Source: an optimization exercise on an open RTL-to-GDS flow (aim: small area). Production flows keep margins and buffers that such runs may drop.
The RTL was checked by simulation tests, not by an equivalence proof against the original design.
Power and IR drop assume default switching activity.

## design/flow/run.sh

```bash
#!/bin/bash
# synth_recipe.tcl (not shown) runs the flow's synth.tcl, then flattens the netlist and writes it again
# the make line also repeats each setting of config.mk as NAME=value (left out here)
make -C /OpenROAD-flow-scripts/flow DESIGN_CONFIG=/design/flow/config.mk WORK_HOME=/design/flow/orfs CLKGATE_MAP_FILE= SYNTH_SCRIPT=/design/flow/synth_recipe.tcl finish
```

## design/flow/config.mk

```make
export PLATFORM = sky130hd
export DESIGN_NAME = CPU
export DESIGN_NICKNAME = CPU
export VERILOG_FILES = /design/flow/design.v
export SDC_FILE = /design/flow/constraint.sdc
export NUM_CORES = 4
export LEC_CHECK = 0
export ABC_AREA = 1
export CAP_MARGIN = 20
export CORE_MARGIN = 2
export CORE_UTILIZATION = 40
export CTS_BUF_LIST = sky130_fd_sc_hd__clkbuf_4
export SLEW_MARGIN = 20
```

## design/flow/constraint.sdc

```tcl
create_clock -name core_clock -period 14.0 [get_ports {clk}]
set_input_delay 2.8000 -clock core_clock [delete_from_list [all_inputs] [get_ports {clk}]]
set_output_delay 2.8000 -clock core_clock [all_outputs]
set_load 0.01 [all_outputs]
```

## design/flow/design.v

```verilog
module CPU(
    input [0:0] clk,
    input [0:0] reset,
    input [15:0] in,
    output [15:0] out,
    output [7:0] imem_addr,
    input [15:0] imem_data,
    output [7:0] dmem_addr,
    output [15:0] dmem_wdata,
    output dmem_we,
    input [15:0] dmem_rdata
);
reg [15:0] pc;       
reg [15:0] fpc;      
reg [15:0] ir;       
reg        v;        
reg        lz;       
reg [15:0] A, B;     
reg [15:3] irE;      
reg [2:0]  opE;      
reg [15:0] resM;     
reg [15:0] dM;       
reg [2:0]  rdM;
reg        rwM, mwM, msM, jalM;
reg [15:0] valW;     
reg [2:0]  rdW;
reg        rwW;
reg [15:0] rf [1:7];  
wire [2:0] opD  = ir[2:0];
wire [2:0] rs1D = ir[8:6];
wire [2:0] rs2D = ir[11:9];
wire [2:0] rdD  = ir[5:3];
wire       useRd = (opD == 3'd3) || (opD == 3'd7);
wire [2:0] rbD   = useRd ? rdD : rs2D;
wire [15:0] ra = (rs1D == 3'd0) ? 16'd0 : rf[rs1D];
wire [15:0] rb = (rbD  == 3'd0) ? 16'd0 : rf[rbD];
wire c1f = (rs1D != 3'd0) && ((rs1D == rdM && rwM) || (rs1D == rdW && rwW));
wire c2f = (rs2D != 3'd0) && ((rs2D == rdM && rwM) || (rs2D == rdW && rwW));
wire [15:0] c1 = c1f ? valW : ra;
wire [15:0] c2 = c2f ? valW : rb;
wire isJalD = (opD == 3'd6);
wire take = v && (opD[2] && (opD[1] || (opD[0] ? (c1 < c2) : (c1 == c2))));
wire [15:0] immB = isJalD ? {{5{ir[15]}}, ir[15:6], 1'b0}
                          : {{8{ir[15]}}, ir[15:12], ir[5:3], 1'b0};
wire [15:0] target = (opD == 3'd7) ? rb : fpc + immB;
wire [15:0] inc = pc + {14'd0, ~(lz && v && isJalD), 1'b0};
always @(negedge clk) begin
    if (reset) pc <= 16'd0;
    else pc <= take ? target : inc;
    fpc <= pc;
end
assign imem_addr = fpc[8:1];
always @(posedge clk) begin
    ir <= imem_data;
    v  <= ~reset;
    lz <= ~v;
end
always @(posedge clk) begin
    A   <= isJalD ? inc : ra;
    B   <= rb;
    irE <= {ir[15], ir[14] | ~v, ir[13:6], ir[5:3] & {3{v}}};
    opE <= opD & {3{v}};
end
wire isR   = (opE == 3'd0);
wire isI   = (opE == 3'd1);
wire isL   = (opE == 3'd2);
wire isS   = (opE == 3'd3);
wire isBr  = (opE == 3'd4) || (opE == 3'd5);
wire isJal = (opE == 3'd6);
wire isJr  = (opE == 3'd7);
wire rwE   = isR || isI || isL || isJal;
wire msE   = !(isR || isI || isJal);    
wire [2:0] rs1E = irE[8:6];
wire [2:0] rs2E = irE[11:9];
wire [2:0] rdE  = irE[5:3];
wire [2:0] rsBE = isS ? rdE : rs2E;
wire [15:0] resMf = jalM ? 16'd0 : resM;
wire mA = !isJal && rs1E != 3'd0 && rs1E == rdM && rwM;
wire wA = !isJal && rs1E != 3'd0 && rs1E == rdW && rwW && rs1E != rdM;
wire [15:0] Af = mA ? resMf : (wA ? valW : A);
wire mB = !isS && rsBE != 3'd0 && rsBE == rdM && rwM;
wire wB = rsBE != 3'd0 && rsBE == rdW && rwW && (isS || rsBE != rdM);
wire [15:0] Bf = mB ? resMf : (wB ? valW : B);
wire [15:0] imm = isI   ? {{11{irE[13]}}, irE[13:9]} :
                  isJal ? {{5{irE[15]}}, irE[15:6], 1'b0} :
                  isBr  ? {{8{irE[15]}}, irE[15:12], irE[5:3], 1'b0} :
                          {{9{irE[15]}}, irE[15:9]};
wire [15:0] bin = isR ? Bf : imm;
wire [3:0] func = irE[15:12];
wire sub = (isR && func == 4'd1) || isJal || isBr;
wire [15:0] sum = Af + (sub ? ~bin : bin) + {15'd0, sub};
reg [15:0] alu;
always @(*) begin
    alu = sum;
    if (isJr) alu = 16'd0;
    else if (isR) begin
        case (func)
            4'd0, 4'd1: alu = sum;
            4'd2: alu = Af | Bf;
            4'd3: alu = Af & Bf;
            default: alu = 16'd0;
        endcase
    end else if (isI) begin
        case (irE[15:14])
            2'd0: alu = sum;
            2'd1: alu = irE[13] ? 16'd0 : (Af << irE[12:9]);
            2'd2: alu = irE[13] ? 16'd0 : (Af >> irE[12:9]);
            default: alu = Af ^ imm;
        endcase
    end
end
always @(posedge clk) begin
    resM <= alu;
    dM   <= Bf;
    rdM  <= rdE;
    msM  <= msE;
    jalM <= isJal;
    rwM  <= ~reset & rwE;
    mwM  <= ~reset & isS;
end
wire z = (resM == 16'd0);
wire fwdM = rdM != 3'd0 && rdM == rdW && rwW;
wire [15:0] sdata = fwdM ? valW : dM;
assign dmem_addr  = resM[8:1];
assign dmem_we    = mwM;
assign dmem_wdata = z ? 16'd0 : sdata;
assign out        = (z && mwM) ? sdata : 16'd0;
always @(posedge clk) begin
    valW <= msM ? (z ? in : dmem_rdata) : resM;
    rdW  <= rdM;
    rwW  <= rwM;
end
genvar gi;
generate
    for (gi = 1; gi < 8; gi = gi + 1) begin : regs
        always @(negedge clk) begin
            if (reset) rf[gi] <= 16'd0;
            else if (rwW && rdW == gi) rf[gi] <= valW;
        end
    end
endgenerate
endmodule
```

==> results of run 1 <==
-- metal layers --
metal	up-vias	routed length, um	part of all wire	global-route usage
met2	1029	31300	0.44	0.496
met4	2	3770	0.053	0.183
met5	-	11	0.00015	0
li1	8928	-	-	-
met3	209	6320	0.088	0.0702
met1	8767	30200	0.42	0.423
-- final timing paths --
kind	slack (ns)	depth (start not counted)	end	startpoint
max	1.17	20	pc[2]	ir[7]
min	0.36	0	fpc[15]	pc[15]
max reg2reg	1.17	20	pc[2]	ir[7]
min reg2reg	0.36	0	fpc[15]	pc[15]
-- flip-flops by register name, indices dropped and copies added, names as in the netlist, 16 cells and up --
| register | cells |
|---|---|
| rf | 112 |
| A | 16 |
| B | 16 |
| dM | 16 |
| fpc | 16 |
| ir | 16 |
| pc | 16 |
| resM | 16 |
| valW | 16 |
-- through the flow --
| step | setup slack [ns] | area [um^2] | instances |
|---|---|---|---|
| 3_3_place_gp | 1.55 | 17900 | 3014 |
| 4_1_cts | 1.45 | 19400 | 3292 |
| 2_1_floorplan | 3.26 | 16700 | 2507 |
| 6_report | 1.17 | 19400 | 3293 |
| 5_1_grt | 0.620 | 19400 | 3293 |
| 3_5_place_dp | 1.48 | 17900 | 3015 |
-- synthesized netlist by cell type, types with 5 or more instances --
master / instances / area, um^2
sky130_fd_sc_hd__a21oi_1: 229 / 1150
sky130_fd_sc_hd__a221oi_1: 17 / 149
sky130_fd_sc_hd__a22oi_1: 15 / 113
sky130_fd_sc_hd__a31oi_1: 5 / 31.3
sky130_fd_sc_hd__buf_1: 12 / 45.0
sky130_fd_sc_hd__buf_2: 11 / 55.1
sky130_fd_sc_hd__buf_4: 19 / 143
sky130_fd_sc_hd__clkbuf_1: 105 / 394
sky130_fd_sc_hd__clkinv_1: 5 / 18.8
sky130_fd_sc_hd__dfxtp_1: 269 / 5390
sky130_fd_sc_hd__ha_1: 49 / 613
sky130_fd_sc_hd__inv_1: 289 / 1080
sky130_fd_sc_hd__inv_2: 13 / 48.8
sky130_fd_sc_hd__nand2_1: 476 / 1790
sky130_fd_sc_hd__nand2_2: 5 / 31.3
sky130_fd_sc_hd__nand3_1: 175 / 876
sky130_fd_sc_hd__nand3_2: 7 / 70.1
sky130_fd_sc_hd__nand3b_1: 6 / 45.0
sky130_fd_sc_hd__nand4_1: 19 / 119
sky130_fd_sc_hd__nor2_1: 169 / 634
sky130_fd_sc_hd__nor3_1: 20 / 100
sky130_fd_sc_hd__o2111ai_1: 12 / 105
sky130_fd_sc_hd__o211ai_1: 48 / 360
sky130_fd_sc_hd__o211ai_2: 8 / 100
sky130_fd_sc_hd__o21a_1: 5 / 37.5
sky130_fd_sc_hd__o21ai_0: 304 / 1520
sky130_fd_sc_hd__o21ai_1: 25 / 125
sky130_fd_sc_hd__o21ai_2: 10 / 87.6
sky130_fd_sc_hd__o221ai_1: 7 / 61.3
sky130_fd_sc_hd__o22ai_1: 63 / 394
sky130_fd_sc_hd__or2_2: 7 / 43.8
sky130_fd_sc_hd__xnor2_1: 15 / 131
sky130_fd_sc_hd__xor2_1: 33 / 289
-- layout by cell type (no fill, tap or decap), types with 15 or more instances in the layout --
cell / instances
sky130_fd_sc_hd__dfxtp_1: 269
sky130_fd_sc_hd__nand4_1: 19
sky130_fd_sc_hd__xor2_1: 33
sky130_fd_sc_hd__a221oi_1: 17
sky130_fd_sc_hd__buf_4: 26
sky130_fd_sc_hd__xnor2_1: 15
sky130_fd_sc_hd__nand3_1: 174
sky130_fd_sc_hd__a22oi_1: 15
sky130_fd_sc_hd__a21oi_1: 229
sky130_fd_sc_hd__nor2_1: 165
sky130_fd_sc_hd__ha_1: 49
sky130_fd_sc_hd__o21ai_1: 24
sky130_fd_sc_hd__clkbuf_4: 97
sky130_fd_sc_hd__inv_1: 442
sky130_fd_sc_hd__inv_2: 16
sky130_fd_sc_hd__o21ai_0: 304
sky130_fd_sc_hd__o22ai_1: 63
sky130_fd_sc_hd__clkdlybuf4s50_1: 98
sky130_fd_sc_hd__o211ai_1: 48
sky130_fd_sc_hd__nand2_1: 476
sky130_fd_sc_hd__nor3_1: 18
-- cell families (layout without fill, tap and decap cells) --
| kind of cell | after synthesis | after routing | synth area share |
|---|---|---|---|
| and+or+nand+nor | 904 | 904 | 0.233 |
| AOI/OAI and AO/OA | 777 | 777 | 0.269 |
| buffers and inverters | 457 | 710 | 0.109 |
| DFF | 269 | 269 | 0.323 |
| adders and majority gates | 51 | 51 | 0.0392 |
| xor gates and xnor gates | 49 | 49 | 0.0262 |
| other | 0 | 1 | 0 |
-- critical path, delay by kind of cell, from the launching register on --
family | cells | cell delay [ns]
adder cells (fa/ha/maj) | 1 | 0.34
AND/OR/NAND/NOR | 8 | 1.16
buffers and inverters | 6 | 2.52
AO/OA/AOI/OAI | 5 | 0.97
flip-flops | 1 | 0.65
-- layout make-up --
type / count / area [um^2]
diodes: 1 / 2.50
clock buffers: 97 / 728
clock inverters: 181 / 785
fillers: 4371 / 21600
inverters: 306 / 1150
multi-input cells: 1781 / 9490
flip-flops and latches: 269 / 5390
well taps: 532 / 666
repair buffers: 126 / 1210
-- where the power goes --
part | total (mW) | leakage [nW] | internal [mW] | switching, mW
registers | 0.920 | 2.21 | 0.835 | 0.0851
clock network | 0.921 | 1.37 | 0.433 | 0.488
logic | 0.697 | 5.33 | 0.221 | 0.476
==> impl_results.rst, run 1 <==
.. list-table::
   :header-rows: 1

   * - Metric
     - Value
   * - Clock-pin slew on the worst setup and hold paths
     - around 0.060 ns
   * - Yosys warning total
     - 18
   * - Slew @ Worst Pin
     - 1.13 ns
   * - Cells after synthesis
     - between 2,000 and 3,000
   * - Maximum vdd drop
     - about 52 uV
   * - Cts bufs inserted
     - roughly 80
   * - Average detailed-routed wire length per instance
     - between 20 and 25 um
   * - Slew margin rel.
     - 0.248
   * - Number of levels the H-tree was split into
     - 3
   * - Via-per-instance ratio
     - roughly 5.8
   * - Delay of the slowest critical-path stage
     - 0.65 ns
   * - Area added between synthesis and finish
     - 16.5%
   * - Cell occurring most often along the worst timing path
     - sky130_fd_sc_hd__nand2_1
   * - Synth Flop Type
     - sky130_fd_sc_hd__dfxtp_1
   * - Number of max-cap violations
     - 0
   * - Count of TritonRoute iterations in the first routing pass
     - 5
   * - Sinks on Clock Net
     - around 270
   * - Global-route wire length before repair
     - approximately 110 mm
   * - CP arrival
     - between 6 and 7 ns
   * - Die X-Extent
     - around 210 um
   * - Required time of the critical path
     - ~7.6 ns
   * - DRC violation count after routing
     - 0
   * - Number of buffers added for setup after CTS
     - 0
   * - Global routing usage summed across all routing layers
     - 0.324
   * - Clock latency on the worst-skew pair
     - 0.80 ns
   * - Initial Util
     - 0.406
   * - CP max-delay cell
     - sky130_fd_sc_hd__dfxtp_1
   * - Final Hold Vio Count
     - 0
   * - Number of port buffers
     - 98
   * - Y dimension of the die
     - around 210 um
   * - Remaining global-route overflow
     - 0
   * - Number of antenna violations at the first check in global routing
     - 2
   * - Maximum clock path buffer count
     - 3
   * - CTS tree
     - done
   * - Cell leakage power
     - around 8.9 nW
   * - Unrepaired setup endpoints after global routing
     - false
   * - Total setup violations reported at the end of the flow
     - 0
   * - Hold Slack
     - 0.363 ns
   * - Portion of the post-synthesis area used by sequential elements
     - 0.323
   * - Total power after layout
     - 2.54 mW
   * - Via count of the routed design
     - around 19,000
   * - Share of post-route cells with drive strength above 1
     - 0.0790
   * - Cell at the root of the clock tree
     - sky130_fd_sc_hd__clkbuf_4
   * - Final ANT Viol Nets
     - 0
   * - Combined area of all synthesized cells
     - 16,700 um^2
   * - Final max-slew violation count
     - 0
   * - Die Outline Area
     - 43,300 um^2
   * - Number of standard-cell rows in the floorplan
     - between 70 and 80
   * - Synth async-reset ratio
     - 0
   * - Ordered list of cells on the worst path
     - nor2_1 -> buf_4 -> inv_1 -> nor2_1 -> inv_1 -> nand2_1 -> inv_1 -> o21ai_0 -> ha_1 -> nand2_1 -> inv_1 -> nand3_1 -> o211ai_1 -> nand2_1 -> o2111ai_1 -> nand2_1 -> nand2_1 -> clkinv_1 -> o21ai_0 -> a31oi_1
   * - Crit Path Category
     - reg -> reg
   * - Mean post-synth cell area
     - about 6.6 um^2
   * - Number of nets in the finished design
     - 2,807
   * - Class of the worst hold path
     - reg -> reg
   * - Kind of end point of the critical path
     - register
   * - Worst Setup Start Kind
     - register
   * - Total Negative Setup Slacks
     - 0 ns
   * - Area of the core
     - 41,000 um^2
   * - Final Util
     - 0.473
   * - DRC violation total after the first TritonRoute iteration
     - ~2,200
   * - Number of synthesized register bits
     - about 270
   * - Synthesized net count
     - around 2,600
   * - Via count of the first global-routing pass
     - roughly 18,000
   * - Number of enable flip-flop cells after synthesis
     - 0
   * - Routability congestion estimate from global placement
     - between 1 and 1.5
   * - Number of distinct library cells after synthesis
     - 61
   * - Post-DP HPWL
     - ~54 mm
   * - Final clock skew
     - approximately 0.083 ns
   * - Aggregate routed wire length
     - 71.6 mm
   * - Number of buffers added to fix hold violations after cts
     - 0
   * - Post-cts sizing count
     - 0
   * - Power Dens Cells
     - 131 nW/um^2
   * - Run status
     - no timing/DRC/antenna violations
   * - I/O pin count
     - approximately 100
   * - Maximum number of pins on one net before global-route repair
     - 66
   * - Crit Path Max Fanout
     - 30
==> run 2: changes to the inputs <==
--- a/design/flow/config.mk
+++ b/design/flow/config.mk
@@ -6,8 +6,6 @@
 export NUM_CORES = 4
 export LEC_CHECK = 0
-export ABC_AREA = 1
 export CAP_MARGIN = 20
 export CORE_MARGIN = 2
 export CORE_UTILIZATION = 40
-export CTS_BUF_LIST = sky130_fd_sc_hd__clkbuf_4
 export SLEW_MARGIN = 20
==> impl_results.rst, run 2 <==
.. list-table::
   :header-rows: 1

   * - Metric
     - Value
   * - Run status
     - no timing/DRC/antenna violations
   * - Slew margin rel.
     - 0.238 (-0.00958)
   * - Average detailed-routed wire length per instance
     - 25.5 um (+17%)
   * - Area added between synthesis and finish
     - 17.3%
   * - Maximum vdd drop
     - 148 uV (+180%)
   * - Number of enable flip-flop cells after synthesis
     - 0 (unchanged)
   * - Yosys warning total
     - 18 (unchanged)
   * - DRC violation count after routing
     - 0 (unchanged)
   * - Share of post-route cells with drive strength above 1
     - 0.0805 (+0.00147)
   * - Count of TritonRoute iterations in the first routing pass
     - 5 (unchanged)
   * - Routability congestion estimate from global placement
     - 0.977 (-5.7%)
   * - Final max-slew violation count
     - 0 (unchanged)
   * - CP max-delay cell
     - sky130_fd_sc_hd__nor2_1
   * - Most common library cell in the layout ignoring fill and taps
     - sky130_fd_sc_hd__nand2_1
   * - Total Negative Setup Slacks
     - 0 ns (unchanged)
   * - Via-per-instance ratio
     - 6.03 (+4.9%)
   * - Most repeated cell in the gate-level netlist after synthesis
     - sky130_fd_sc_hd__nand2_1
   * - Cell leakage power
     - 8.11 nW (-9.0%)
   * - Cells after synthesis
     - 2,275 (-9.3%)
   * - Final clock skew
     - 0.0778 ns (-0.00555 ns)
   * - Number of standard-cell rows in the floorplan
     - 76 (+2.7%)
   * - Crit Path Max Fanout
     - 32 (+6.7%)
   * - Cell occurring most often along the worst timing path
     - sky130_fd_sc_hd__o21a_1
   * - Number of levels the H-tree was split into
     - 2 (-1)
   * - Depth of the worst register-to-register path
     - 19 (-5.0%)
   * - Class of the worst hold path
     - reg -> reg
   * - Global routing usage summed across all routing layers
     - 0.335 (+0.0107)
   * - Required time of the critical path
     - 7.52 ns (-0.07 ns)
   * - Clock-pin slew on the worst setup and hold paths
     - 0.07 ns (about the same)
   * - Die Outline Area
     - 45,200 um^2 (+4.3%)
   * - Combined area of the multi-input logic cells
     - 11,100 um^2 (+17%)
   * - Worst Setup Start Kind
     - register
   * - Proportion of netlist area held by the largest area contributor
     - 0.309 (-0.0137)
   * - Power Dens Cells
     - 136 nW/um^2 (+4.2%)
   * - Area occupied by registers
     - 5390 um^2 (about the same)
   * - Final ANT Viol Nets
     - 0 (unchanged)
   * - Remaining global-route overflow
     - 0 (unchanged)
   * - Yosys top cell by area
     - sky130_fd_sc_hd__dfxtp_1
   * - Total setup violations reported at the end of the flow
     - 0 (unchanged)
   * - Global-route wire length before repair
     - 112 mm (+3.7%)
   * - Number of buffers added for setup after CTS
     - 0 (unchanged)
   * - CP arrival
     - 5.88 ns (-0.53 ns)
   * - Fill cell instance count of the final layout
     - 4,316 (-1.3%)
   * - Number of distinct library cells after synthesis
     - 84 (+38%)
   * - Unrepaired setup endpoints after global routing
     - false
   * - CTS tree
     - done
   * - Number of port buffers
     - 98 (unchanged)
   * - Delay of the slowest critical-path stage
     - 0.63 ns (-0.02 ns)
   * - Cell at the root of the clock tree
     - sky130_fd_sc_hd__clkbuf_16
   * - I/O pin count
     - 99 (unchanged)
   * - Portion of the post-synthesis area used by sequential elements
     - 0.309 (-0.0137)
   * - Area of the core
     - 43,000 um^2 (+4.8%)
   * - Via count of the first global-routing pass
     - 17,400 (-4.2%)
   * - Slew @ Worst Pin
     - 1.14 ns (+0.0159 ns)
   * - Top post-synthesis cells by count
     - sky130_fd_sc_hd__nand2_1 (419), sky130_fd_sc_hd__a21oi_1 (291), sky130_fd_sc_hd__dfxtp_1 (269)
   * - Synthesized net count
     - 2,376 (-8.9%)
   * - Final Hold Vio Count
     - 0 (unchanged)
   * - Commonest cells after routing, fill and taps aside
     - sky130_fd_sc_hd__nand2_1 (419), sky130_fd_sc_hd__a21oi_1 (290), sky130_fd_sc_hd__dfxtp_1 (265)
   * - Reg with most FFs
     - rf
   * - Aggregate routed wire length
     - 76.9 mm (+7.3%)
   * - Post-DP HPWL
     - 55.9 mm (+4.4%)
   * - Number of antenna violations at the first check in global routing
     - 1 (-1)
   * - Clock latency on the worst-skew pair
     - 0.61 ns (-0.19 ns)
   * - DRC violation total after the first TritonRoute iteration
     - 1,789 (-18%)
   * - Combined area of all synthesized cells
     - 17,400 um^2 (+4.4%)
   * - Synth Flop Type
     - sky130_fd_sc_hd__dfxtp_1
   * - Number of nets in the finished design
     - 2,513 (-10%)
   * - Via count of the routed design
     - 18,200 (-3.8%)
   * - Die X-Extent
     - 213 um (+2.1%)
   * - Number of buffers added to fix hold violations after cts
     - 0 (unchanged)
   * - Kind of end point of the critical path
     - register
   * - Number of synthesized register bits
     - 269 (unchanged)
   * - Ordered list of cells on the worst path
     - nand2_1 -> mux2_2 -> nor2_1 -> a221oi_1 -> nor3_1 -> mux2i_1 -> ha_1 -> nor2b_1 -> o21a_1 -> o21a_1 -> o21a_1 -> o21a_1 -> o21a_1 -> o21ai_0 -> a21o_1 -> a21oi_2 -> buf_4 -> or4_1 -> a21oi_1
   * - Y dimension of the die
     - 213 um (+2.1%)
   * - Sinks on Clock Net
     - 269 (unchanged)
   * - Synth top area cells
     - sky130_fd_sc_hd__dfxtp_1 (31%), sky130_fd_sc_hd__nand2_1 (9.0%), sky130_fd_sc_hd__a21oi_1 (8.4%)
   * - Post-cts sizing count
     - 0 (unchanged)
   * - Number of max-cap violations
     - 0 (unchanged)
   * - Crit Path Category
     - reg -> reg
   * - Cts bufs inserted
     - 34 (-56%)
   * - Initial Util
     - 0.405 (-0.00142)
   * - Largest register FFs
     - 112 (unchanged)
   * - Mean post-synth cell area
     - 7.65 um^2 (+15%)
   * - Worst hold path depth
     - 0 (unchanged)
   * - Antenna fix cells
     - 0 (-1)
   * - Maximum number of pins on one net before global-route repair
     - 89 (+35%)
   * - Final Util
     - 0.475 (+0.00160)
   * - Synth async-reset ratio
     - 0 (unchanged)
   * - Maximum clock path buffer count
     - 3 (unchanged)
-- run 2: cell count changes in the layout (fill, tap and decap cells not counted), moves of 23 or more --
cell                        delta
sky130_fd_sc_hd__clkbuf_4     -97
sky130_fd_sc_hd__xnor2_1      +50
sky130_fd_sc_hd__nand3_1     -117
sky130_fd_sc_hd__o22ai_1      -36
sky130_fd_sc_hd__nand2_1      -57
sky130_fd_sc_hd__buf_4        +25
sky130_fd_sc_hd__a21oi_1      +61
sky130_fd_sc_hd__mux2i_1     +121
sky130_fd_sc_hd__clkbuf_16    +35
sky130_fd_sc_hd__mux2_2       +23
sky130_fd_sc_hd__o21ai_0     -198
sky130_fd_sc_hd__inv_1       -265
sky130_fd_sc_hd__o211ai_1     -34
-- run 2: logic make-up after synthesis --
family,Yosys count,share of synthesized area
flops,269,0.309
fa+ha+maj,68,0.0473
mux,167,0.111
compound gates,643,0.227
buf+inv,228,0.0550
simple gates,810,0.205
xor+xnor,90,0.0453
-- run 2: worst max-delay path: cells and delay by family (launching register included) --
| family | cells | cell delay (ns) |
|---|---|---|
| simple gates | 5 | 2.06 |
| compound gates | 10 | 1.53 |
| mux | 2 | 0.67 |
| flops | 1 | 0.48 |
| fa+ha+maj | 1 | 0.34 |
| buf+inv | 1 | 0.24 |
-- run 2: path summary, 6_finish.rpt --
check	from	to	slack [ns]
min reg2reg	pc[1]	fpc[1]	0.36
max reg2reg	ir[0]	pc[15]	1.64
max	ir[0]	pc[15]	1.64
min	pc[1]	fpc[1]	0.36
-- run 2: layout make-up --
cell class	instances	share of cell area
Timing Repair Buffer	148	0.0663
Clock buffer	39	0.0441
Inverter	37	0.00680
Clock inverter	165	0.0374
Tap cell	585	0.0359
Sequential cell	269	0.264
Multi-Input combinational cell	1778	0.545
-- run 2: report_power, final --
group	internal, mW	leakage [nW]	switching [mW]	total (mW)
sequential	0.837	2.21	0.134	0.971
combinational	0.287	4.59	0.453	0.740
clock	0.594	1.31	0.476	1.07
total	1.72	8.11	1.06	2.78
-- run 2: per-stage QoR --
stage                     std cells  cell area (um^2)  worst slack (ns)  power, mW  hold slack, ns
final                          3021             20400              1.64       2.78           0.358
after global routing           3021             20400              1.26       2.91           0.353
after CTS                      3021             20400              1.73       2.78           0.356
after detailed placement       2818             18800              1.78       1.76           0.359
after global placement         2818             18800              1.90       1.76           0.363
after floorplan                2275             17400              2.58       1.46           0.326
-- run 2: routing by layer --
metal	vias to the layer above	part of all wire	GRT usage
met3	191	0.077	0.0607
met2	907	0.46	0.548
met4	0	0.053	0.170
met1	8775	0.41	0.422
met5	-	0	0
li1	8347	-	-
==> run 3: changes to the inputs <==
--- a/design/flow/config.mk
+++ b/design/flow/config.mk
@@ -6,6 +6,10 @@
 export NUM_CORES = 4
 export LEC_CHECK = 0
+export ABC_AREA = 1
 export CAP_MARGIN = 20
 export CORE_MARGIN = 2
 export CORE_UTILIZATION = 40
+export CTS_BUF_LIST = sky130_fd_sc_hd__clkbuf_16
+export CTS_CLUSTER_DIAMETER = 60
+export CTS_CLUSTER_SIZE = 25
 export SLEW_MARGIN = 20
==> impl_results.rst, run 3 <==
.. list-table::
   :header-rows: 1

   * - Metric
     - Value
   * - Run status
     - no timing/DRC/antenna violations
   * - Largest register FFs
     - 112 (unchanged)
   * - Reg with most FFs
     - rf
   * - Post-cts sizing count
     - 0 (unchanged)
   * - Number of antenna violations at the first check in global routing
     - 0 (-1)
   * - Combined area of all synthesized cells
     - 16,700 um^2 (-4.2%)
   * - Via-per-instance ratio
     - 5.80 (-3.8%)
   * - Number of nets in the finished design
     - 2,756 (+9.7%)
   * - Total power after layout
     - 2.57 mW (-7.6%)
   * - Post-route design area
     - 19,400 um^2 (-5.0%)
   * - Portion of the post-synthesis area used by sequential elements
     - 0.323 (+0.0137)
   * - Hold Slack
     - 0.363 ns (+0.00465 ns)
   * - CTS tree
     - done
   * - Slew @ Worst Pin
     - 1.11 ns (-0.0295 ns)
   * - Via count of the first global-routing pass
     - 17,700 (+1.3%)
   * - Final ANT Viol Nets
     - 0 (unchanged)
   * - Global-route wire length before repair
     - 107 mm (-4.5%)
   * - Remaining global-route overflow
     - 0 (unchanged)
   * - DRC violation count after routing
     - 0 (unchanged)
   * - Maximum clock path buffer count
     - 3 (unchanged)
   * - I/O pin count
     - 99 (unchanged)
   * - Register share of total power
     - 0.358 (+0.009)
   * - Total setup violations reported at the end of the flow
     - 0 (unchanged)
   * - Yosys warning total
     - 18 (unchanged)
   * - DRC violation total after the first TritonRoute iteration
     - 2,280 (+27%)
   * - Number of max-cap violations
     - 0 (unchanged)
   * - Yosys top cell by area
     - sky130_fd_sc_hd__dfxtp_1
   * - Power Dens Cells
     - 132 nW/um^2 (-2.8%)
   * - Final Hold Vio Count
     - 0 (unchanged)
   * - Final clock skew
     - 0.0724 ns (-0.00536 ns)
   * - Area of the core
     - 41,000 um^2 (-4.6%)
   * - Crit Path Category
     - reg -> reg
   * - Number of synthesized register bits
     - 269 (unchanged)
   * - Post-DP HPWL
     - 53.5 mm (-4.2%)
   * - Synth top area cells
     - sky130_fd_sc_hd__dfxtp_1 (32%), sky130_fd_sc_hd__nand2_1 (11%), sky130_fd_sc_hd__o21ai_0 (9.1%)
   * - Final max-slew violation count
     - 0 (unchanged)
   * - Synthesized net count
     - 2,608 (+9.8%)
   * - Top post-synthesis cells by count
     - sky130_fd_sc_hd__nand2_1 (476), sky130_fd_sc_hd__o21ai_0 (304), sky130_fd_sc_hd__inv_1 (289)
   * - Maximum number of pins on one net before global-route repair
     - 66 (-26%)
   * - Commonest cells after routing, fill and taps aside
     - sky130_fd_sc_hd__nand2_1 (476), sky130_fd_sc_hd__inv_1 (431), sky130_fd_sc_hd__o21ai_0 (304)
   * - Mean post-synth cell area
     - 6.65 um^2 (-13%)
   * - Class of the worst hold path
     - reg -> reg
   * - Unrepaired setup endpoints after global routing
     - false
   * - Die X-Extent
     - 208 um (-2.1%)
   * - Average detailed-routed wire length per instance
     - 22.0 um (-13%)
   * - Number of levels the H-tree was split into
     - 1 (-1)
   * - Sinks on Clock Net
     - 269 (unchanged)
   * - Cell at the root of the clock tree
     - sky130_fd_sc_hd__clkbuf_16
   * - Total Negative Setup Slacks
     - 0 ns (unchanged)
   * - Internal power
     - 1.51 mW (-12%)
   * - Antenna fix cells
     - 0 (unchanged)
   * - CP arrival
     - 6.21 ns (+0.33 ns)
   * - Number of port buffers
     - 98 (unchanged)
   * - Number of distinct library cells after synthesis
     - 61 (-27%)
   * - Number of buffers added to fix hold violations after cts
     - 0 (unchanged)
   * - Count of TritonRoute iterations in the first routing pass
     - 7 (+2)
   * - Synth Flop Type
     - sky130_fd_sc_hd__dfxtp_1
   * - Synth async-reset ratio
     - 0 (unchanged)
   * - Area added between synthesis and finish
     - 16.4%
   * - Portion of total power attributed to the clock network
     - 0.371 (-0.014)
   * - Most repeated cell in the gate-level netlist after synthesis
     - sky130_fd_sc_hd__nand2_1
   * - Routability congestion estimate from global placement
     - 1.04 (+6.1%)
   * - Number of standard-cell rows in the floorplan
     - 74 (-2.6%)
   * - Cell leakage power
     - 8.78 nW (+8.2%)
   * - Kind of end point of the critical path
     - register
   * - Crit Path Max Fanout
     - 30 (-6.3%)
   * - Proportion of netlist area held by the largest area contributor
     - 0.323 (+0.0137)
   * - Via count of the routed design
     - 18,600 (+2.2%)
   * - Number of enable flip-flop cells after synthesis
     - 0 (unchanged)
   * - Net Switching
     - 1.06 mW (-0.40%)
   * - Required time of the critical path
     - 7.50 ns (-0.02 ns)
   * - Aggregate routed wire length
     - 70.7 mm (-8.1%)
   * - Worst Setup Start Kind
     - register
   * - Clock latency on the worst-skew pair
     - 0.64 ns (+0.03 ns)
   * - Y dimension of the die
     - 208 um (-2.1%)
   * - Initial Util
     - 0.406 (+0.00142)
   * - Cells after synthesis
     - 2,507 (+10%)
   * - Number of buffers added for setup after CTS
     - 0 (unchanged)
   * - Switching Share
     - 0.412 (+0.0299)
   * - Power share of the combinational group
     - 0.271 (+0.005)
   * - Maximum vdd drop
     - 84.9 uV (-42%)
   * - Clock-pin slew on the worst setup and hold paths
     - 0.07 ns (about the same)
   * - Share of post-route cells with drive strength above 1
     - 0.0564 (-0.0240)
   * - Slew margin rel.
     - 0.258 (+0.0195)
   * - Global routing usage summed across all routing layers
     - 0.319 (-0.0157)
   * - Most common library cell in the layout ignoring fill and taps
     - sky130_fd_sc_hd__nand2_1
   * - Cts bufs inserted
     - 27 (-21%)
   * - Area after detailed placement
     - 17,900 um^2 (-4.6%)
   * - Die Outline Area
     - 43,300 um^2 (-4.2%)
==> run 3: cell types whose count changed after synthesis, sizes merged, moves of 36 or more <==
cell,before,now
inv,36,302
o22ai,27,63
mux2i,124,0
o21ai,122,339
xnor2,65,15
nand3,58,183
a21oi,291,229
o211ai,15,56
nand2,419,481
==> run 3: final cells by class <==
| class | count | area [um^2] |
|---|---|---|
| fillers | 4299 | 21600 |
| clock buffers | 27 | 676 |
| multi-input cells | 1781 | 9490 |
| repair buffers | 126 | 1210 |
| inverters | 306 | 1150 |
| flip-flops and latches | 269 | 5390 |
| clock inverters | 167 | 818 |
| well taps | 532 | 666 |
==> run 3: worst paths after layout <==
path	end	slack, ns	from	depth (start not counted)
setup / recovery	pc[9]	1.29	ir[7]	22
hold / removal	fpc[15]	0.36	pc[15]	0
setup reg to reg	pc[9]	1.29	ir[7]	22
hold reg to reg	fpc[15]	0.36	pc[15]	0
==> run 3: worst max-delay path: stages, from the launching register on <==
cell	delay [ns]
sky130_fd_sc_hd__dfxtp_1	0.64
sky130_fd_sc_hd__nor2_1	0.08
sky130_fd_sc_hd__buf_4	0.20
sky130_fd_sc_hd__inv_1	0.57
sky130_fd_sc_hd__nor2_1	0.17
sky130_fd_sc_hd__inv_1	0.44
sky130_fd_sc_hd__nand2_1	0.16
sky130_fd_sc_hd__inv_1	0.63
sky130_fd_sc_hd__o21ai_0	0.30
sky130_fd_sc_hd__ha_1	0.34
sky130_fd_sc_hd__nand2_1	0.04
sky130_fd_sc_hd__inv_1	0.07
sky130_fd_sc_hd__nand3_1	0.11
sky130_fd_sc_hd__o211ai_1	0.21
sky130_fd_sc_hd__nand2_1	0.07
sky130_fd_sc_hd__o2111ai_1	0.07
sky130_fd_sc_hd__nand2_1	0.09
sky130_fd_sc_hd__nand2_1	0.42
sky130_fd_sc_hd__clkinv_1	0.57
sky130_fd_sc_hd__nor2_1	0.22
sky130_fd_sc_hd__nor2_1	0.05
sky130_fd_sc_hd__o21ai_0	0.10
sky130_fd_sc_hd__inv_1	0.05
==> run 3: per-layer routing <==
layer,GRT usage,vias up,wire length [um]
met5,0,-,0
met4,0.162,0,3680
met3,0.0548,180,6330
met2,0.493,992,30800
met1,0.428,8675,29900
li1,-,8773,-
==> run 3: power groups by stage <==
stage	sequential, mW	combinational, mW	clock [mW]
3_5_place_dp	0.929	0.676	0.0626
2_1_floorplan	0.877	0.449	0.0626
4_1_cts	0.915	0.680	0.968
3_3_place_gp	0.929	0.676	0.0626
6_report	0.918	0.696	0.954
5_1_grt	0.922	0.758	1.03
==> run 3: logic make-up (layout without fill, tap and decap cells) <==
family | after synthesis | count (layout) | synth area share
AO/OA/AOI/OAI | 777 | 777 | 0.269
XOR/XNOR | 49 | 49 | 0.0262
adder cells (fa/ha/maj) | 51 | 51 | 0.0392
buffers and inverters | 457 | 626 | 0.109
flip-flops | 269 | 269 | 0.323
AND/OR/NAND/NOR | 904 | 904 | 0.233
==> run 3: stage by stage <==
step / setup WS, ns / std cells / utilization
3_3_place_gp: 1.55 / 3014 / 0.436
3_5_place_dp: 1.48 / 3015 / 0.436
4_1_cts: 1.51 / 3208 / 0.473
5_1_grt: 0.681 / 3208 / 0.473
6_report: 1.29 / 3208 / 0.473
2_1_floorplan: 3.26 / 2507 / -
==> run 4: changes to the inputs <==
--- a/design/flow/config.mk
+++ b/design/flow/config.mk
@@ -10,6 +10,6 @@
 export CORE_MARGIN = 2
 export CORE_UTILIZATION = 40
-export CTS_BUF_LIST = sky130_fd_sc_hd__clkbuf_16
-export CTS_CLUSTER_DIAMETER = 60
-export CTS_CLUSTER_SIZE = 25
+export CTS_BUF_LIST = sky130_fd_sc_hd__clkbuf_8
+export CTS_CLUSTER_DIAMETER = 50
+export CTS_CLUSTER_SIZE = 20
 export SLEW_MARGIN = 20
==> impl_results.rst, run 4 <==
.. list-table::
   :header-rows: 1

   * - Metric
     - Value
   * - Portion of the post-synthesis area used by sequential elements
     - 0.323 (unchanged)
   * - Share of post-route cells with drive strength above 1
     - 0.0575 (+0.00104)
   * - Ordered list of cells on the worst path
     - nor2_1 -> buf_4 -> inv_1 -> nor2_1 -> inv_1 -> nand2_1 -> inv_1 -> o21ai_0 -> ha_1 -> nand2_1 -> inv_1 -> nand3_1 -> o211ai_1 -> nand2_1 -> o2111ai_1 -> nand2_1 -> nand2_1 -> clkinv_1 -> nor2_1 -> nor2_1 -> o21ai_0 -> inv_1
   * - Top post-synthesis cells by count
     - sky130_fd_sc_hd__nand2_1 (476), sky130_fd_sc_hd__o21ai_0 (304), sky130_fd_sc_hd__inv_1 (289)
   * - Via count of the first global-routing pass
     - 17,700 (+0.11%)
   * - CP max-delay cell
     - sky130_fd_sc_hd__dfxtp_1
   * - Number of synthesized register bits
     - 269 (unchanged)
   * - Crit Path Max Fanout
     - 30 (unchanged)
   * - Startpoint of the lowest-slack hold path
     - pc[15]
   * - Area added between synthesis and finish
     - 15.1%
   * - Clock latency on the worst-skew pair
     - 0.70 ns (+0.06 ns)
   * - Worst hold path depth
     - 0 (unchanged)
   * - Sinks on Clock Net
     - 269 (unchanged)
   * - Reg with most FFs
     - rf
   * - DRC violation total after the first TritonRoute iteration
     - 2,145 (-5.9%)
   * - Y dimension of the die
     - 208 um (unchanged)
   * - Global routing usage summed across all routing layers
     - 0.319 (-0.000487)
   * - Die X-Extent
     - 208 um (unchanged)
   * - Slew margin rel.
     - 0.248 (-0.0101)
   * - Class of the worst hold path
     - reg -> reg
   * - Maximum vdd drop
     - 62.7 uV (-26%)
   * - Area of the core
     - 41,000 um^2 (unchanged)
   * - Post-cts sizing count
     - 0 (unchanged)
   * - Antenna fix cells
     - 0 (unchanged)
   * - Synth Flop Type
     - sky130_fd_sc_hd__dfxtp_1
   * - Startpoint of the lowest-slack register-to-register path
     - ir[7]
   * - Synth async-reset ratio
     - 0 (unchanged)
   * - Remaining global-route overflow
     - 0 (unchanged)
   * - Fill cell instance count of the final layout
     - 4,331 (+0.74%)
   * - Maximum number of pins on one net before global-route repair
     - 66 (unchanged)
   * - Routability congestion estimate from global placement
     - 1.04 (unchanged)
   * - Yosys warning total
     - 18 (unchanged)
   * - Largest register FFs
     - 112 (unchanged)
   * - Most repeated cell in the gate-level netlist after synthesis
     - sky130_fd_sc_hd__nand2_1
   * - Combined area of all synthesized cells
     - 16,700 um^2 (unchanged)
   * - Cell count after placement
     - 3,015 (unchanged)
   * - Final clock skew
     - 0.0738 ns (+0.00145 ns)
   * - Count of TritonRoute iterations in the first routing pass
     - 7 (unchanged)
   * - Synth top area cells
     - sky130_fd_sc_hd__dfxtp_1 (32%), sky130_fd_sc_hd__nand2_1 (11%), sky130_fd_sc_hd__o21ai_0 (9.1%)
   * - Global-route wire length before repair
     - 107 mm (-0.28%)
   * - Post-DP HPWL
     - 53.5 mm (unchanged)
   * - Depth of the worst register-to-register path
     - 22 (unchanged)
   * - Worst Hold End
     - fpc[15]
   * - Number of standard-cell rows in the floorplan
     - 74 (unchanged)
   * - Number of levels the H-tree was split into
     - 1 (unchanged)
   * - End of the worst register-to-register path
     - pc[9]
   * - Slew @ Worst Pin
     - 1.13 ns (+0.0139 ns)
   * - Required time of the critical path
     - 7.52 ns (+0.02 ns)
   * - Delay of the slowest critical-path stage
     - 0.65 ns (about the same)
   * - I/O pin count
     - 99 (unchanged)
   * - Final Hold Vio Count
     - 0 (unchanged)
   * - CTS tree
     - done
   * - Unrepaired setup endpoints after global routing
     - false
   * - Cell at the root of the clock tree
     - sky130_fd_sc_hd__clkbuf_8
   * - Run status
     - no timing/DRC/antenna violations
   * - CP arrival
     - 6.28 ns (+0.07 ns)
   * - Final max-slew violation count
     - 0 (unchanged)
   * - Number of buffers added for setup after CTS
     - 0 (unchanged)
   * - Via-per-instance ratio
     - 5.78 (-0.34%)
   * - Yosys top cell by area
     - sky130_fd_sc_hd__dfxtp_1
   * - Number of nets in the finished design
     - 2,758 (+0.073%)
   * - Via count of the routed design
     - 18,600 (-0.22%)
   * - Final Util
     - 0.468 (-0.00522)
   * - Number of enable flip-flop cells after synthesis
     - 0 (unchanged)
   * - Most common library cell in the layout ignoring fill and taps
     - sky130_fd_sc_hd__nand2_1
   * - Synthesized net count
     - 2,608 (unchanged)
   * - Power Dens Cells
     - 127 nW/um^2 (-3.8%)
   * - Worst reg2reg setup slack
     - 1.24 ns (-0.05 ns)
   * - Mean post-synth cell area
     - 6.65 um^2 (unchanged)
   * - Total power after layout
     - 2.44 mW (-4.9%)
   * - Average detailed-routed wire length per instance
     - 22.0 um (-0.25%)
   * - Number of buffers added to fix hold violations after cts
     - 0 (unchanged)
   * - DRC violation count after routing
     - 0 (unchanged)
   * - Number of buffer and inverter instances along the worst setup path
     - 7 (unchanged)
   * - Total setup violations reported at the end of the flow
     - 0 (unchanged)
   * - Aggregate routed wire length
     - 70.6 mm (-0.12%)
   * - Initial Util
     - 0.406 (unchanged)
   * - Kind of cell adding the most delay to the critical path
     - buffers and inverters
   * - Cells after synthesis
     - 2,507 (unchanged)
   * - Layout Cells excl Fill
     - 3,212 (+0.12%)
   * - Worst Setup Start Kind
     - register
   * - Maximum clock path buffer count
     - 3 (unchanged)
   * - Number of distinct library cells after synthesis
     - 61 (unchanged)
   * - Number of antenna violations at the first check in global routing
     - 0 (unchanged)
   * - Total Negative Setup Slacks
     - 0 ns (unchanged)
   * - Die Outline Area
     - 43,300 um^2 (unchanged)
   * - Cell leakage power
     - 8.69 nW (-0.96%)
   * - Number of max-cap violations
     - 0 (unchanged)
   * - Crit Path Category
     - reg -> reg
   * - Cts bufs inserted
     - 29 (+7.4%)
   * - Kind of end point of the critical path
     - register
   * - Clock-pin slew on the worst setup and hold paths
     - 0.09 ns (+0.02 ns)
   * - Number of port buffers
     - 98 (unchanged)
   * - Final ANT Viol Nets
     - 0 (unchanged)
   * - Proportion of netlist area held by the largest area contributor
     - 0.323 (unchanged)
   * - Commonest cells after routing, fill and taps aside
     - sky130_fd_sc_hd__nand2_1 (476), sky130_fd_sc_hd__inv_1 (432), sky130_fd_sc_hd__o21ai_0 (304)
## run 4: cell count changes in the layout (fill, tap and decap cells not counted), sizes merged
cell / before / now
bufinv: 1 / 5
clkbuf: 27 / 29
clkinv: 12 / 9
clkinvlp: 2 / 0
inv: 458 / 461
## run 4: area by class of cell
cell class                      count  area, um^2  share of cell area
Multi-Input combinational cell   1781        9490               0.495
Clock buffer                       29         399              0.0208
Clock inverter                    169         881              0.0459
Tap cell                          532         666              0.0347
Timing Repair Buffer              126        1210              0.0631
Sequential cell                   269        5390               0.281
Inverter                          306        1150              0.0599
## run 4: power breakdown
group	internal (mW)	total [mW]	leakage, nW	switching, mW
logic	0.221	0.696	5.33	0.475
clock network	0.365	0.829	1.15	0.465
registers	0.833	0.917	2.21	0.0841
## run 4: through the flow
stage | hold slack (ns) | setup slack [ns] | cell area [um^2]
final | 0.314 | 1.24 | 19200
after global routing | 0.328 | 0.594 | 19200
after CTS | 0.314 | 1.46 | 19200
after detailed placement | 0.360 | 1.48 | 17900
after global placement | 0.355 | 1.55 | 17900
after floorplan | 0.326 | 3.26 | 16700
## run 4: layer usage
layer,routed length [um],track usage
met2,30600,0.488
met4,3870,0.173
met1,30100,0.427
met3,5960,0.0545
met5,0,0
## run 4: worst max path at each step
| stage | from | to | slack [ns] | cells past startpoint |
|---|---|---|---|---|
| finish | ir[7] | pc[9] | 1.24 | 22 |
| global route | ir[7] | pc[9] | 0.59 | 22 |
| CTS | ir[7] | pc[9] | 1.46 | 22 |
| detailed placement | ir[7] | pc[1] | 1.48 | 22 |
| global placement | ir[7] | pc[1] | 1.55 | 22 |
| floorplan | ir[0] | pc[14] | 3.26 | 23 |
## run 4: cells by family after synthesis
logic type               after synthesis  share of synthesized area
AND/OR/NAND/NOR                      904                      0.233
AO/OA/AOI/OAI                        777                      0.269
buffers and inverters                457                      0.109
flip-flops                           269                      0.323
adder cells (fa/ha/maj)               51                     0.0392
XOR/XNOR                              49                     0.0262
